This design comes from an exercise in tuning for small area, a short achievable clock period and few clock cycles per item on the open sky130 flow, not from production work. In this exercise RTL edits were held to simulation tests only and were not proved equivalent to the original.

JK:
==> module fft8_f32_stream, before the edit <==
module fft8_f32_stream (
    input  wire        clk,
    input  wire        rst_n,
    input  wire        s_valid,
    output wire        s_ready,
    input  wire [31:0] s_real,
    input  wire [31:0] s_imag,
    output reg         m_valid,
    input  wire        m_ready,
    output reg  [31:0] m_real,
    output reg  [31:0] m_imag
);
    function [31:0] fz;
        input [31:0] x;
        begin fz = {x[31] & (x[30:23] != 8'd0), x[30:0]}; end
    endfunction
    function [31:0] fnz;
        input [31:0] x;
        begin fnz = {~x[31] & (x[30:23] != 8'd0), x[30:0]}; end
    endfunction
    function [31:0] ftriv;
        input [31:0] x, y;
        begin
            if (x[30:23] == 8'd0 && y[30:23] == 8'd0) ftriv = {x[31] & y[31], 31'd0};
            else if (x[30:23] == 8'd0)                ftriv = y;
            else                                      ftriv = x;
        end
    endfunction
    function [31:0] fflip;
        input [31:0] x;
        begin fflip = {~x[31], x[30:0]}; end
    endfunction
    function [63:0] tw2;
        input [63:0] b;
        begin tw2 = {fz(b[31:0]), fnz(b[63:32])}; end
    endfunction
    function [63:0] tw2n;
        input [63:0] b;
        begin tw2n = {fflip(fz(b[31:0])), fflip(fnz(b[63:32]))}; end
    endfunction
    function [63:0] tw0;
        input [63:0] b;
        begin tw0 = {fz(b[63:32]), fz(b[31:0])}; end
    endfunction
    reg        hv;
    reg [63:0] h;                
    reg [2:0]  ph;               
    reg [7:0]  po;               
    reg        srdy;             
    reg        hbz;              
    reg        mvn;              
    reg        dm;               
    reg        fvc, fv1, fv2;    
    reg        skv;              
    reg [63:0] sk;
    wire in_ok  = po[0] ? (hv | fv1 | fv2) : (dm | hv);
    wire adv    = ~skv & in_ok;
    wire dmy    = po[0] ? ~hv : dm;
    wire pop    = adv & ~dmy;
    wire [63:0] po_d;                
    wire        po_v;
    wire        o_free = mvn | m_ready;
    wire       hv_n  = hbz ? hv : s_valid;
    wire [7:0] po_n  = adv ? {po[6:0], po[7]} : po;
    wire       dm_n  = (adv & po[0]) ? ~hv : dm;
    wire       fvc_n = (adv & po[0]) ? hv : fvc;
    wire       fv1_n = (adv & po[7]) ? fvc : fv1;
    wire       fv2_n = (adv & po[7]) ? fv1 : fv2;
    wire       skv_n = adv ? (~o_free & po_v) : (skv & ~o_free);
    wire       adv_n = ~skv_n & (po_n[0] ? (hv_n | fv1_n | fv2_n) : (dm_n | hv_n));
    wire       pop_n = adv_n & ~(po_n[0] ? ~hv_n : dm_n);
    assign s_ready = srdy;
    always @(posedge clk) begin
        if (!hbz) h <= {s_real, s_imag};
    end
    always @(posedge clk or negedge rst_n) begin
        if (!rst_n) begin
            hv   <= 1'b0;
            srdy <= 1'b1;
            hbz  <= 1'b0;
            ph   <= 3'd0;
            po   <= 8'd1;
            dm   <= 1'b0;
            fvc  <= 1'b0;
            fv1  <= 1'b0;
            fv2  <= 1'b0;
        end else begin
            hv   <= hv_n;
            srdy <= ~hv_n | pop_n;
            hbz  <= hv_n & ~pop_n;
            if (adv) ph <= ph + 3'd1;
            po   <= po_n;
            dm   <= dm_n;
            fvc  <= fvc_n;
            fv1  <= fv1_n;
            fv2  <= fv2_n;
        end
    end
    reg [63:0] d1, d2, d3, d4;       
    reg [63:0] ss1, ss2, ss3, ss4;   
    reg [63:0] rr;                   
    reg        mzr, mzi;             
    reg [63:0] tt1;                  
    reg [63:0] u3;
    reg [63:0] f1, f2, f3, f4;       
    wire [63:0] xp, xq, yp, yq;      
    wire [31:0] cm_r, cm_i;          
    wire [63:0] tw;                  
    always @(posedge clk) begin
        if (adv) begin
            d1 <= ph[2] ? xq : h;
            d2 <= d1;
            d3 <= d2;
            d4 <= d3;
            f1 <= yq;
            f2 <= f1;
            f3 <= f2;
            f4 <= f3;
            if (ph[2] || po[2]) begin
                ss1 <= po[2] ? yp : xp;
                ss3 <= ss2;
                ss4 <= ss3;
            end
            if (ph[2] || po[2] || po[3]) ss2 <= po[3] ? yp : ss1;
            if (po[0]) tt1 <= yp;
            if (po[1]) tt1 <= f1;
            if (po[1]) u3 <= yp;
            if (po[2]) tt1 <= tw;
            if (po[0]) rr <= d4;
            if (po[1] || po[2]) rr <= {cm_r, cm_i};
            if (po[3]) rr <= tw;
        end
    end
    wire [63:0] cin = tt1;
    fft8_cmul cmr (.x(cin[63:32]), .y(cm_r));
    fft8_cmul cmi (.x(cin[31:0]),  .y(cm_i));
    always @(posedge clk) begin
        if (adv) begin
            mzr <= (cin[62:55] == 8'd0);
            mzi <= (cin[30:23] == 8'd0);
        end
    end
    wire        w3  = po[3];
    wire [31:0] pr  = rr[63:32];
    wire [31:0] pi  = rr[31:0];
    wire [31:0] nr  = mzr ? 32'd0 : fflip(pr);     
    wire [31:0] ni  = mzi ? 32'd0 : fflip(pi);     
    wire        triv = (pr[30:23] == 8'd0) | (pi[30:23] == 8'd0);
    wire [31:0] tra = w3 ? ftriv(nr, fflip(ni)) : ftriv(pr, fflip(ni));
    wire [31:0] tia = w3 ? ftriv(ni, nr)        : ftriv(pi, nr);
    wire        x_tw = ~ph[2];
    wire [63:0] xa   = d4;
    wire [63:0] xb   = tw0(h);
    wire [31:0] xra  = x_tw ? (w3 ? fflip(pr) : pi) : xa[63:32];
    wire [31:0] xrb  = x_tw ? (w3 ? pi : pr)        : xb[63:32];
    fft8_as xr (.a(xra),       .b(xrb),      .p(xp[63:32]), .q(xq[63:32]));
    fft8_as xi (.a(xa[31:0]),  .b(xb[31:0]), .p(xp[31:0]),  .q(xq[31:0]));
    assign tw = triv ? {tra, tia} : {xp[63:32], xq[63:32]};
    wire [63:0] ya = ({64{po[0]}} & d3) | ({64{po[1]}} & rr) |
                     ({64{po[2] | po[3]}} & ss4) | ({64{po[4]}} & ss1) |
                     ({64{po[5] | po[6]}} & f4) | ({64{po[7]}} & u3);
    wire [63:0] yb = ({64{po[0]}} & tw2(d1)) | ({64{po[1]}} & tw2n(d3)) |
                     ({64{po[2] | po[3] | po[4]}} & tw0(ss2)) |
                     ({64{po[5]}} & tt1) | ({64{po[6]}} & tw2(f3)) | ({64{po[7]}} & rr);
    fft8_as yr (.a(ya[63:32]), .b(yb[63:32]), .p(yp[63:32]), .q(yq[63:32]));
    fft8_as yi (.a(ya[31:0]),  .b(yb[31:0]),  .p(yp[31:0]),  .q(yq[31:0]));
    assign po_d = ph[2] ? yp : f4;
    assign po_v = ph[2] ? fv1 : fv2;
    always @(posedge clk) begin
        if (o_free & (adv | skv)) {m_real, m_imag} <= adv ? po_d : sk;
        if (adv & ~o_free) sk <= po_d;
    end
    always @(posedge clk or negedge rst_n) begin
        if (!rst_n) begin
            m_valid <= 1'b0;
            mvn     <= 1'b1;
            skv     <= 1'b0;
        end else begin
            skv <= skv_n;
            if (o_free & (adv | skv)) begin
                m_valid <= adv ? po_v : 1'b1;
                mvn     <= adv ? ~po_v : 1'b0;
            end else if (m_ready) begin
                m_valid <= 1'b0;
                mvn     <= 1'b1;
            end
        end
    end
endmodule
==> flow/config.mk <==
export PLATFORM = sky130hd
export DESIGN_NAME = fft8_f32_stream
export DESIGN_NICKNAME = fft8_f32_stream
export VERILOG_FILES = /design/flow/design.v
export SDC_FILE = /design/flow/constraint.sdc
export NUM_CORES = 4
export LEC_CHECK = 0
export CAP_MARGIN = 35
export CORE_MARGIN = 2
export CORE_UTILIZATION = 30
export PLACE_DENSITY = 0.4
export SLEW_MARGIN = 35
==> flow/constraint.sdc <==
create_clock -name core_clock -period 90.0 [get_ports {clk}]
set_input_delay 18.0000 -clock core_clock [delete_from_list [all_inputs] [get_ports {clk}]]
set_output_delay 18.0000 -clock core_clock [all_outputs]
set_load 0.01 [all_outputs]
standard.sh (not shown) runs the stock make flow with config.mk's settings and CLKGATE_MAP_FILE= SYNTH_SCRIPT=/design/flow/synth_recipe.tcl, a recipe that flattens the netlist after the stock synthesis.
==> flow/flow/run.sh <==
#!/bin/bash
# The standard layout (standard synthesis included), except that the port
# buffers are plain buffers rather than the delay cells the placer picks by
# default. Every input and output port still gets its own buffer.
set -euo pipefail
export BUFFER_PORTS_ARGS="-buffer_cell sky130_fd_sc_hd__buf_2"
bash standard.sh > standard.log 2>&1
Testbench counts of JK, summed over its fixed seeds: cycles 3,184, frames 384.
#### Input delta (MS over JK)
--- a/flow/design.v
+++ b/flow/design.v
@@ -98,11 +98,10 @@
         end
     end
     reg [63:0] d1, d2, d3, d4;       
-    reg [63:0] ss1, ss2, ss3, ss4;   
+    reg [63:0] sa, sb, sc, sd;
     reg [63:0] rr;                   
     reg        mzr, mzi;             
-    reg [63:0] tt1;                  
-    reg [63:0] u3;
+    reg [63:0] u3;                   
     reg [63:0] f1, f2, f3, f4;       
     wire [63:0] xp, xq, yp, yq;      
     wire [31:0] cm_r, cm_i;          
@@ -117,22 +116,15 @@
             f2 <= f1;
             f3 <= f2;
             f4 <= f3;
-            if (ph[2] || po[2]) begin
-                ss1 <= po[2] ? yp : xp;
-                ss3 <= ss2;
-                ss4 <= ss3;
-            end
-            if (ph[2] || po[2] || po[3]) ss2 <= po[3] ? yp : ss1;
-            if (po[0]) tt1 <= yp;
-            if (po[1]) tt1 <= f1;
-            if (po[1]) u3 <= yp;
-            if (po[2]) tt1 <= tw;
-            if (po[0]) rr <= d4;
-            if (po[1] || po[2]) rr <= {cm_r, cm_i};
-            if (po[3]) rr <= tw;
-        end
-    end
-    wire [63:0] cin = tt1;
+            if (po[4] || po[2]) sa <= po[4] ? xp : yp;
+            if (po[5] || po[3]) sb <= po[5] ? xp : yp;
+            if (po[6] || po[2]) sc <= po[6] ? xp : tw;
+            if (po[7] || po[3]) sd <= po[7] ? xp : tw;
+            if (po[0] || po[1]) u3 <= yp;
+            rr <= po[0] ? d4 : {cm_r, cm_i};
+        end
+    end
+    wire [63:0] cin = po[1] ? u3 : f2;
     fft8_cmul cmr (.x(cin[63:32]), .y(cm_r));
     fft8_cmul cmi (.x(cin[31:0]),  .y(cm_i));
     always @(posedge clk) begin
@@ -158,11 +150,12 @@
     fft8_as xi (.a(xa[31:0]),  .b(xb[31:0]), .p(xp[31:0]),  .q(xq[31:0]));
     assign tw = triv ? {tra, tia} : {xp[63:32], xq[63:32]};
     wire [63:0] ya = ({64{po[0]}} & d3) | ({64{po[1]}} & rr) |
-                     ({64{po[2] | po[3]}} & ss4) | ({64{po[4]}} & ss1) |
+                     ({64{po[2] | po[4]}} & sa) | ({64{po[3]}} & sb) |
                      ({64{po[5] | po[6]}} & f4) | ({64{po[7]}} & u3);
     wire [63:0] yb = ({64{po[0]}} & tw2(d1)) | ({64{po[1]}} & tw2n(d3)) |
-                     ({64{po[2] | po[3] | po[4]}} & tw0(ss2)) |
-                     ({64{po[5]}} & tt1) | ({64{po[6]}} & tw2(f3)) | ({64{po[7]}} & rr);
+                     ({64{po[2]}} & tw0(sc)) | ({64{po[3]}} & tw0(sd)) |
+                     ({64{po[4]}} & tw0(sb)) | ({64{po[5]}} & sc) |
+                     ({64{po[6]}} & tw2(f3)) | ({64{po[7]}} & sd);
     fft8_as yr (.a(ya[63:32]), .b(yb[63:32]), .p(yp[63:32]), .q(yq[63:32]));
     fft8_as yi (.a(ya[31:0]),  .b(yb[31:0]),  .p(yp[31:0]),  .q(yq[31:0]));
     assign po_d = ph[2] ? yp : f4;
Findings:
MS against JK: weighted congestion at the end of routability-driven global placement went down by 0.047, synthesized area went down by 3.5%, wire length of the first global-routing pass went down by 66000 um. MS vs. JK: clock-buffer cell count has decreased; design area has decreased. Status | MS and JK | clean.
Testbench counts of MS, summed over its fixed seeds: cycles 3,184, frames 384.

what the ideal ports hide:
The results above use ideal ports. As a check the final layouts listed here were re-extracted and re-timed, cells and wires unchanged.
Step 1, drivers: a clkbuf_16 drives clk and a buf_2 each remaining input, both assumed.
Step 2 times the ports against the registers' clock, not the clock port: input delays grow and output delays shrink by t, the midpoint of the rising clock arrivals with the driver on.
Slacks: ideal / step 1 / step 2; pairs: ideal / step 1.
| run | t, ns | slack for setup (ns) | clock arrival spread, ns | pins driven straight from the clock port |
|---|---|---|---|---|
| JK | 0.958 | 70.558 / 70.451 / 70.567 | 0.110 / 0.110 | 1 |
| MS | 0.911 | 70.570 / 70.476 / 70.449 | 0.073 / 0.074 | 1 |
After both steps setup and hold are still met in every run listed. For MS, which loses most, drivers alone change the setup slack by -0.094 ns; drivers and shift together by -0.121 ns.
